Context: an optimization exercise on an open-source flow, tuned for a short achievable clock period and few clock cycles. The choices shown serve that exercise and are no tape-out recipe. The RTL was checked by simulation tests, not by an equivalence proof against the original design. Power figures rest on the tool's default switching activity, not on a simulated workload.

lane 1:
// mips_top
module mips_top(clk, rst, imem_addr, imem_rdata, dmem_addr, dmem_we, dmem_wdata, dmem_rdata);
==> flow/config.mk <==
export PLATFORM = sky130hd
export DESIGN_NAME = mips_top
export DESIGN_NICKNAME = mips_top
export VERILOG_FILES = /design/flow/design.v
export SDC_FILE = /design/flow/constraint.sdc
export NUM_CORES = 4
export LEC_CHECK = 0
export ABC_CLOCK_PERIOD_IN_PS = 2500
export CAP_MARGIN = 20
export CORE_MARGIN = 2
export CORE_UTILIZATION = 40
export PLACE_DENSITY = 0.6
export SETUP_SLACK_MARGIN = 5
export SLEW_MARGIN = 20
export SYNTH_HIERARCHICAL = 1
export TNS_END_PERCENT = 10
==> flow/constraint.sdc <==
create_clock -name core_clock -period 10.5 [get_ports {clk}]
set_input_delay 2.1000 -clock core_clock [delete_from_list [all_inputs] [get_ports {clk}]]
set_output_delay 2.1000 -clock core_clock [all_outputs]
set_load 0.01 [all_outputs]
standard.sh (not shown) runs the stock make flow with config.mk's settings and CLKGATE_MAP_FILE= SYNTH_SCRIPT=/design/flow/synth_recipe.tcl, a recipe that flattens the netlist after the stock synthesis.
==> flow/flow/run.sh <==
#!/bin/bash
set -euo pipefail
MARGIN=$(cat flow/margin.txt)
bash standard.sh synth > synth_make.log 2>&1
bash standard.sh SETUP_SLACK_MARGIN=$MARGIN finish > layout_make.log 2>&1
==> flow/flow/margin.txt <==
7.4
Lane 1 finished all stages; the layout is clean.
Testbench counts of lane 1, summed over its fixed seeds: cycles 11,662.
Input-level comparison between lane 2 and lane 1:
- TNS_END_PERCENT removed (was 10)
### Flow results
- Summary: with lane 1 as the reference, clock-buffer cell count in lane 2 moved up by a few percent.
- Per the comparison of lane 2 with lane 1, net count of the finished layout rose 1.6%, power climbed 4.8%, final routed wirelength across all metal layers +4.4 mm, maximum single-stage delay on the critical path down 0.04 ns.

* * *

## old
mips_top, a different RTL version from the one above (not shown whole).
For scale: roughly 6,000 cells after synthesis, roughly 160 I/O pins, roughly 76,000 um^2 of cells after synthesis.
==> flow/design.v (excerpt) <==
module mips_top(clk, rst, imem_addr, imem_rdata, dmem_addr, dmem_we, dmem_wdata, dmem_rdata);
clock: 10.5 ns
lec_check: 0
abc_clock_period_in_ps: 2500
cap_margin: 20
core_margin: 2
core_utilization: 40
place_density: 0.6
setup_slack_margin: 5
slew_margin: 20
synth_hierarchical: 1
Scripts as last shown in full above: flow/flow/run.sh, flow/flow/margin.txt
Testbench counts of old, summed over its fixed seeds: cycles 11,662.
> inputs changed (old -> new)
==> flow/flow/margin.txt <==
7.2
### Flow results
- From old to new the numbers moved as follows: count of multi-input gates flat, total power down 450 uW, area enclosed by the die boundary flat.
- Diff old -> new: ratio of final minimum period to clock period saw an increase, number of global-route vias before repair saw a decrease, critical path depth saw an increase, clock-buffer cell count saw an increase, worst reg-to-reg setup slack saw a decrease.
- new against old; post-cts gate resize count is down by more than 10%.

* * *

== tundra ==
RTL: one of the versions met above, not the one the previous note started from.
Size in the first run: about 5,800 cells after synthesis, about 160 I/O pins, roughly 0.075 mm2 of cells after synthesis.
clock: 10.5 ns
lec_check: 0
abc_clock_period_in_ps: 2500
cap_margin: 20
core_margin: 2
core_utilization: 60
place_density: 0.7
setup_slack_margin: 5
slew_margin: 20
synth_hierarchical: 1
==> flow/flow/margin.txt <==
7.4
Scripts as last shown in full above: flow/flow/run.sh
tundra finished every step from synthesis to the final layout, and the layout passed the timing, DRC and antenna checks.
Testbench counts of tundra, summed over its fixed seeds: cycles 11,662.
Here is what was changed in the inputs of sierra compared with tundra.
diff --git a/flow/config.mk b/flow/config.mk
--- a/flow/config.mk
+++ b/flow/config.mk
@@ -10,4 +10,6 @@
 export CORE_MARGIN = 2
-export CORE_UTILIZATION = 60
-export PLACE_DENSITY = 0.7
+export CORE_UTILIZATION = 40
+export CTS_CLUSTER_DIAMETER = 60
+export CTS_CLUSTER_SIZE = 20
+export PLACE_DENSITY = 0.6
 export SETUP_SLACK_MARGIN = 5
==> comparison <==
From tundra to sierra the numbers moved as follows: average wire length per cell after detail routing -about 2.7%, count of TritonRoute iterations in the first routing pass +2, final cycle utilization of the critical path ~0 delta, worst setup slack ~0 delta.
Looking at internal cell power, sierra sits 1.0 mW lower than tundra does.
The fraction of area in clock buffers and inverters of sierra falls short of that of tundra by 1.5 points.
Summary of sierra over tundra: DRC violation total after the first TritonRoute iteration lower; critical path depth lower; number of placed instances with taps included higher; cell area after layout lower.
What xenon does differently from sierra at the input level:
==> flow/flow/margin.txt <==
7.2
diff --git a/flow/config.mk b/flow/config.mk
--- a/flow/config.mk
+++ b/flow/config.mk
@@ -11,4 +11,2 @@
 export CORE_UTILIZATION = 40
-export CTS_CLUSTER_DIAMETER = 60
-export CTS_CLUSTER_SIZE = 20
 export PLACE_DENSITY = 0.6
[summary]
- The number of standard cells in the final layout excluding fillers of xenon exceeds that of sierra by about 0.5%.
- In xenon, count of inverters other than clock inverters in the layout is lower than in sierra.
- Critical setup path kind = reg2reg: sierra; critical setup path kind = reg2out: xenon
- On switching power of the nets, xenon does worse than sierra.
- sierra → xenon: number of resized instances in the post-cts repair step fell about 12%; register-to-register slack rose by 0.12 ns; global-route usage held.
Setup changes, xenon to maple
==> flow/run.sh (new file) <==
#!/bin/bash
# synth_recipe.tcl (not shown) runs the flow's synth.tcl, then flattens the netlist and writes it again
# the make line also repeats each setting of config.mk as NAME=value (left out here)
make -C /OpenROAD-flow-scripts/flow DESIGN_CONFIG=/design/flow/config.mk WORK_HOME=/design/flow/orfs CLKGATE_MAP_FILE= SYNTH_SCRIPT=/design/flow/synth_recipe.tcl finish
removed: flow/flow/run.sh
removed: flow/flow/margin.txt
removed: flow/standard.sh
==> comparison <==
- maple ended with less maximum number of pins on one net before global-route repair than xenon.
- Between maple and xenon, the aggregate negative setup slack figures differ only marginally.
- Compared with xenon, in maple worst supply voltage drop on vdd has increased; hold slack +0.033 ns.
- In maple, the post-route non-filler standard cell count came out about 2.6% below the value in xenon.
- Going from xenon to maple, final critical-path share of the clock period now sits higher, clock transition at the registers of the reported paths ~0 delta, data arrival time of the critical path grew by 4.33 ns, portion of total power attributed to combinational logic -2.9 points, total routed wirelength -5.6%.

## separate check: timing with driven ports
No port has a modelled driver above. Below, the same layouts with a new extraction and two added sets of constraints.
Step 1 assumes that a clkbuf_16 drives the clock port and a buf_2 every other input.
Step 2 adds t to the input delays and takes it off the output delays; t is the mean of the earliest and latest rising clock arrival at the registers after step 1. Input paths then give back, and output paths get back, about the clock's delay inside the block.
Three values: ideal, step 1, step 2; two values: the first two.
run	t, ns	setup WS [ns]	worst slew at a driven data input, ns	pins driven straight from the clock port
lane 1	0.903	7.005 / 6.974 / 6.162	0.11	1
lane 2	0.899	7.063 / 6.988 / 6.189	0.10	1
old	0.901	7.064 / 6.975 / 6.074	0.20	1
new	0.899	6.861 / 6.863 / 5.963	0.23	1
tundra	0.895	7.031 / 6.965 / 6.228	0.05	1
sierra	0.877	7.028 / 6.974 / 6.228	0.11	1
xenon	0.919	7.066 / 6.982 / 6.245	0.10	1
maple	0.912	5.565 / 5.565 / 5.565	0.11	1
After both steps setup and hold are still met in every run listed. The setup slack of old, which loses most, moves by -0.089 ns with the drivers and by -0.990 ns with both steps.
